From an optimization exercise on the open Yosys and OpenROAD flow, aimed at small area and a short achievable clock period; shortcuts taken in it are not production practice.
Where RTL was checked, it was by simulation tests only, not by an equivalence proof against the original.

Design synthesis_direct_FIR, start of the top module:
module synthesis_direct_FIR(out, inp, clk, rstn);
    localparam X_SIZE = 16;    
    localparam Y_SIZE = 26;    
    output [Y_SIZE-1:0] out;
    input [X_SIZE-1:0] inp;
    input clk, rstn;
    direct_FIR DIR_FIR(.out(out), .inp(inp), .clk(clk), .rstn(rstn));
endmodule
Size: ~210 flip-flops, ~15000 um^2 of cells after synthesis.
export LEC_CHECK = 0
export CAP_MARGIN = 20
export CORE_MARGIN = 2
export CORE_UTILIZATION = 65
export CTS_BUF_LIST = sky130_fd_sc_hd__clkbuf_16
export CTS_CLUSTER_DIAMETER = 90
export CTS_CLUSTER_SIZE = 30
export SLEW_MARGIN = 20
export SYNTH_HIERARCHICAL = 1
export SYNTH_MINIMUM_KEEP_SIZE = 0
create_clock -name core_clock -period 11.5 [get_ports {clk}]
standard.sh (not shown) runs the stock make flow with config.mk's settings and CLKGATE_MAP_FILE= SYNTH_SCRIPT=/design/flow/synth_recipe.tcl, a recipe that flattens the netlist after the stock synthesis.
==> flow/flow/run.sh <==
#!/bin/bash
# Own layout flow: the standard ORFS flow, with the port buffers built
# from regular buffers instead of delay buffers, and setup repair asked to
# leave a margin (SETUP_MARGIN ns) so that it also works on paths that
# already meet the design's clock period.
set -euo pipefail
cd "$(dirname "$0")/.."
export BUFFER_PORTS_ARGS="-buffer_cell sky130_fd_sc_hd__buf_2"
export SETUP_SLACK_MARGIN=${SETUP_MARGIN:-8.1}
bash standard.sh > standard_make.log 2>&1
The starting point completed without violations.
Change:
CTS_CLUSTER_DIAMETER = 80   (was 90)
CTS_CLUSTER_SIZE = 25   (was 30)
=> Sequential cell count is unchanged. Sequential share of layout area came out lower by 0.14 points. Critical path depth stays the same. Clock skew is about the same.
No run of this note included a check of the RTL's function; only the layout flow was run.

* * *

Another version of the RTL of synthesis_direct_FIR (not shown whole).
For scale: ~1100 cells after synthesis, ~220 flip-flops, roughly 44 I/O pins, about 16000 µm² of cells after synthesis.
export LEC_CHECK = 0
export CAP_MARGIN = 20
export CORE_MARGIN = 2
export CORE_UTILIZATION = 40
export CTS_BUF_LIST = sky130_fd_sc_hd__clkbuf_8
export CTS_CLUSTER_DIAMETER = 50
export CTS_CLUSTER_SIZE = 20
export SLEW_MARGIN = 20
export SYNTH_HIERARCHICAL = 1
export SYNTH_MINIMUM_KEEP_SIZE = 0
create_clock -name core_clock -period 11.5 [get_ports {clk}]
==> flow/flow/run.sh <==
#!/bin/bash
# Own layout flow: the standard ORFS flow, with the port buffers built
# from regular buffers instead of delay buffers, and setup repair asked to
# leave a margin (SETUP_MARGIN ns) so that it also works on paths that
# already meet the design's clock period.
set -euo pipefail
cd "$(dirname "$0")/.."
export BUFFER_PORTS_ARGS="-buffer_cell sky130_fd_sc_hd__buf_4"
export SETUP_SLACK_MARGIN=${SETUP_MARGIN:-8}
bash standard.sh > standard_make.log 2>&1
The first run went through all stages and came out clean.
Rerun with:
--- a/flow/flow/run.sh
+++ b/flow/flow/run.sh
@@ -9 +9 @@
-export SETUP_SLACK_MARGIN=${SETUP_MARGIN:-8}
+export SETUP_SLACK_MARGIN=${SETUP_MARGIN:-8.25}
CORE_UTILIZATION = 65   (was 40)
CTS_BUF_LIST = sky130_fd_sc_hd__clkbuf_16   (was sky130_fd_sc_hd__clkbuf_8)
CTS_CLUSTER_DIAMETER = 100   (was 50)
CTS_CLUSTER_SIZE = 40   (was 20)
=> Fmax rises by 6.4%. Die area goes down by 38%. Wire length is lower by 4.5%. Cell count is lower by 14%. Clock skew came out lower by 30 ps. Via count came out higher by 0.58%. Count of clock-buffer cells in the layout decreases by 19. Final area decreases by 1.6%.
Rerun with:
--- a/flow/flow/run.sh
+++ b/flow/flow/run.sh
@@ -9 +9 @@
-export SETUP_SLACK_MARGIN=${SETUP_MARGIN:-8.25}
+export SETUP_SLACK_MARGIN=${SETUP_MARGIN:-8}
CORE_UTILIZATION = 40   (was 65)
CTS_BUF_LIST = not set   (was sky130_fd_sc_hd__clkbuf_16)
CTS_CLUSTER_DIAMETER = 60   (was 100)
CTS_CLUSTER_SIZE = 30   (was 40)
Effect: The changed run completed without violations; worst hold slack stays flat; worst setup slack is worse by 210 ps; core utilization falls by 27 points; maximum frequency falls by a few percent; via count barely changes; critical path depth is unchanged.
Rerun with:
--- a/flow/flow/run.sh
+++ b/flow/flow/run.sh
@@ -9 +9 @@
-export SETUP_SLACK_MARGIN=${SETUP_MARGIN:-8}
+export SETUP_SLACK_MARGIN=${SETUP_MARGIN:-8.25}
CORE_UTILIZATION = 65   (was 40)
CTS_BUF_LIST = sky130_fd_sc_hd__clkbuf_16   (was not set)
CTS_CLUSTER_DIAMETER = 100   (was 60)
Clock-buffer cell count shrinks by 13.
Routed wire length shrinks by about 4%.
Final area goes down by about 2.1%.
Core utilization increases by 27 points.
Via count is higher by about 0.7%.
Setup slack improves by 180 ps.
Sequential share of layout area went up by 1.2 points.
Fmax grows by about 5.6%.

* * *

Setup of ember:
Another version of the RTL of synthesis_direct_FIR (not shown whole).
Size: ~1000 cells after synthesis, ~210 flip-flops, ~15000 um^2 of cells after synthesis.
==> flow/design.v (excerpt) <==
module synthesis_direct_FIR(out, inp, clk, rstn);
    localparam X_SIZE = 16;    
    localparam Y_SIZE = 26;    
    output [Y_SIZE-1:0] out;
    input [X_SIZE-1:0] inp;
    input clk, rstn;
    direct_FIR DIR_FIR(.out(out), .inp(inp), .clk(clk), .rstn(rstn));
endmodule
Settings: LEC_CHECK=0, CAP_MARGIN=20, CORE_MARGIN=2, CORE_UTILIZATION=65, CTS_BUF_LIST=sky130_fd_sc_hd__clkbuf_16, CTS_CLUSTER_DIAMETER=80, CTS_CLUSTER_SIZE=25, SLEW_MARGIN=20, SYNTH_HIERARCHICAL=1, SYNTH_MINIMUM_KEEP_SIZE=0; clock period 11.5 ns.
==> flow/flow/run.sh <==
#!/bin/bash
# Own layout flow: the standard ORFS flow, with the port buffers built
# from regular buffers instead of delay buffers, and setup repair asked to
# leave a margin (SETUP_MARGIN ns) so that it also works on paths that
# already meet the design's clock period.
set -euo pipefail
cd "$(dirname "$0")/.."
export BUFFER_PORTS_ARGS="-buffer_cell sky130_fd_sc_hd__buf_2"
export SETUP_SLACK_MARGIN=${SETUP_MARGIN:-8.1}
bash standard.sh > standard_make.log 2>&1
Input changes introduced in indigo (baseline for comparison: ember):
--- a/flow/flow/run.sh
+++ b/flow/flow/run.sh
@@ -7,4 +7,4 @@
 cd "$(dirname "$0")/.."
 export BUFFER_PORTS_ARGS="-buffer_cell sky130_fd_sc_hd__buf_2"
-export SETUP_SLACK_MARGIN=${SETUP_MARGIN:-8.1}
+export SETUP_SLACK_MARGIN=${SETUP_MARGIN:-8.25}
 bash standard.sh > standard_make.log 2>&1
Notes after the runs:
Note that the average detailed-routed wire length per instance recorded for indigo amounts to 1.05 times the value seen in ember.
[compare] base=ember new=indigo: proportion of cell area occupied by registers went down by 0.46 points; worst slack at placement went up by 0.069 ns.
No functional check of the RTL was part of any run of this note.

* * *

Another version of the RTL of synthesis_direct_FIR (not shown whole).
Size: about 210 flip-flops, ~44 I/O pins.
Design synthesis_direct_FIR, start of the top module:
module synthesis_direct_FIR(out, inp, clk, rstn);
    localparam X_SIZE = 16;    
    localparam Y_SIZE = 26;    
    output [Y_SIZE-1:0] out;
    input [X_SIZE-1:0] inp;
    input clk, rstn;
    direct_FIR DIR_FIR(.out(out), .inp(inp), .clk(clk), .rstn(rstn));
endmodule
==> flow/config.mk <==
export PLATFORM = sky130hd
export DESIGN_NAME = synthesis_direct_FIR
export DESIGN_NICKNAME = synthesis_direct_FIR
export VERILOG_FILES = /design/flow/design.v
export SDC_FILE = /design/flow/constraint.sdc
export NUM_CORES = 4
export LEC_CHECK = 0
export CAP_MARGIN = 20
export CORE_MARGIN = 2
export CORE_UTILIZATION = 65
export CTS_BUF_LIST = sky130_fd_sc_hd__clkbuf_16
export CTS_CLUSTER_DIAMETER = 80
export CTS_CLUSTER_SIZE = 25
export SLEW_MARGIN = 20
export SYNTH_HIERARCHICAL = 1
export SYNTH_MINIMUM_KEEP_SIZE = 0
==> flow/constraint.sdc <==
create_clock -name core_clock -period 11.5 [get_ports {clk}]
set_input_delay 2.3000 -clock core_clock [delete_from_list [all_inputs] [get_ports {clk}]]
set_output_delay 2.3000 -clock core_clock [all_outputs]
set_load 0.01 [all_outputs]
==> flow/flow/run.sh <==
#!/bin/bash
# Own layout flow: the standard ORFS flow, with the port buffers built
# from regular buffers instead of delay buffers, and setup repair asked to
# leave a margin (SETUP_MARGIN ns) so that it also works on paths that
# already meet the design's clock period.
set -euo pipefail
cd "$(dirname "$0")/.."
export BUFFER_PORTS_ARGS="-buffer_cell sky130_fd_sc_hd__buf_4"
export SETUP_SLACK_MARGIN=${SETUP_MARGIN:-8.15}
bash standard.sh > standard_make.log 2>&1
Edit:
--- a/flow/flow/run.sh
+++ b/flow/flow/run.sh
@@ -6,5 +6,5 @@
 set -euo pipefail
 cd "$(dirname "$0")/.."
-export BUFFER_PORTS_ARGS="-buffer_cell sky130_fd_sc_hd__buf_4"
-export SETUP_SLACK_MARGIN=${SETUP_MARGIN:-8.15}
+export BUFFER_PORTS_ARGS="-buffer_cell sky130_fd_sc_hd__buf_2"
+export SETUP_SLACK_MARGIN=${SETUP_MARGIN:-8.25}
 bash standard.sh > standard_make.log 2>&1
--- a/flow/config.mk
+++ b/flow/config.mk
@@ -8,5 +8,5 @@
 export CAP_MARGIN = 20
 export CORE_MARGIN = 2
-export CORE_UTILIZATION = 65
+export CORE_UTILIZATION = 80
 export CTS_BUF_LIST = sky130_fd_sc_hd__clkbuf_16
 export CTS_CLUSTER_DIAMETER = 80
What happened:
- final cell count goes down slightly
- wire length rises by well over a third
- worst setup slack degrades by 340 ps
- worst hold slack gets worse by 5.9 ps
- core utilization climbs by 20 points
Edit:
--- a/flow/flow/run.sh
+++ b/flow/flow/run.sh
@@ -6,5 +6,5 @@
 set -euo pipefail
 cd "$(dirname "$0")/.."
-export BUFFER_PORTS_ARGS="-buffer_cell sky130_fd_sc_hd__buf_2"
+export BUFFER_PORTS_ARGS="-buffer_cell sky130_fd_sc_hd__buf_4"
 export SETUP_SLACK_MARGIN=${SETUP_MARGIN:-8.25}
 bash standard.sh > standard_make.log 2>&1
--- a/flow/config.mk
+++ b/flow/config.mk
@@ -8,5 +8,5 @@
 export CAP_MARGIN = 20
 export CORE_MARGIN = 2
-export CORE_UTILIZATION = 80
+export CORE_UTILIZATION = 65
 export CTS_BUF_LIST = sky130_fd_sc_hd__clkbuf_16
 export CTS_CLUSTER_DIAMETER = 80
Effect:
- The changed run ran to the end with no violations
- setup slack improved by 300 ps
- synthesized area stays the same
- core utilization decreases by 19 points
- global-route usage came out lower by 19 points
- die area goes up by 22%
- synthesized cell count does not change
- flip-flop and latch count stays the same
- critical path depth is unchanged
- final area falls by 1.7%
Edit:
--- a/flow/flow/run.sh
+++ b/flow/flow/run.sh
@@ -6,5 +6,5 @@
 set -euo pipefail
 cd "$(dirname "$0")/.."
-export BUFFER_PORTS_ARGS="-buffer_cell sky130_fd_sc_hd__buf_4"
+export BUFFER_PORTS_ARGS="-buffer_cell sky130_fd_sc_hd__buf_2"
 export SETUP_SLACK_MARGIN=${SETUP_MARGIN:-8.25}
 bash standard.sh > standard_make.log 2>&1
=> Worst setup slack improved by 87 ps. Count of clock-buffer cells in the layout is higher by 2. Clock skew rose by 13 ps. Cell area stays flat. Worst hold slack loses 5.8 ps.

## what the ideal ports hide
How much do the figures lean on ideal ports? The routed layouts below were timed once more, with nothing changed but the port constraints. Step 1, drivers: a clkbuf_16 drives clk and a buf_2 each remaining input, both assumed. Step 2 times the ports against the registers' clock, not the clock port: input delays grow and output delays shrink by t, the midpoint of the rising clock arrivals with the driver on. a / b / c = ideal / step 1 / step 2; a / b = the first two.
run	shift t [ns]	setup slack, ns	hold WS [ns]	worst setup path after step 2	slew at the worst register clock pin (ns)
the first run of note 1	0.532	8.074 / 8.074 / 8.074	0.406 / 0.406 / 0.406	register to register	0.12 / 0.12
the second run of note 1	0.540	8.076 / 8.076 / 8.076	0.407 / 0.407 / 0.407	register to register	0.10 / 0.10
the first run of note 2	0.667	8.046 / 8.046 / 8.046	0.453 / 0.453 / 0.453	register to register	0.10 / 0.10
the second run of note 2	0.534	8.253 / 8.219 / 8.253	0.448 / 0.448 / 0.448	register to register	0.12 / 0.12
the third run of note 2	0.619	8.041 / 8.041 / 8.041	0.451 / 0.451 / 0.451	register to register	0.10 / 0.10
the fourth run of note 2	0.540	8.226 / 8.201 / 8.226	0.433 / 0.433 / 0.433	register to register	0.12 / 0.12
ember	0.546	8.017 / 8.017 / 8.017	0.395 / 0.395 / 0.395	register to register	0.10 / 0.10
indigo	0.545	8.043 / 8.043 / 8.043	0.393 / 0.393 / 0.393	register to register	0.10 / 0.10
the first run of note 4	0.536	8.198 / 8.198 / 8.198	0.430 / 0.430 / 0.430	register to register	0.11 / 0.11
the second run of note 4	0.550	7.857 / 7.857 / 7.857	0.424 / 0.424 / 0.424	register to register	0.11 / 0.11
the third run of note 4	0.532	8.162 / 8.162 / 8.162	0.430 / 0.430 / 0.430	register to register	0.10 / 0.10
the fourth run of note 4	0.550	8.250 / 8.199 / 8.250	0.424 / 0.424 / 0.424	register to register	0.10 / 0.10
After both steps every run listed still meets setup and hold.
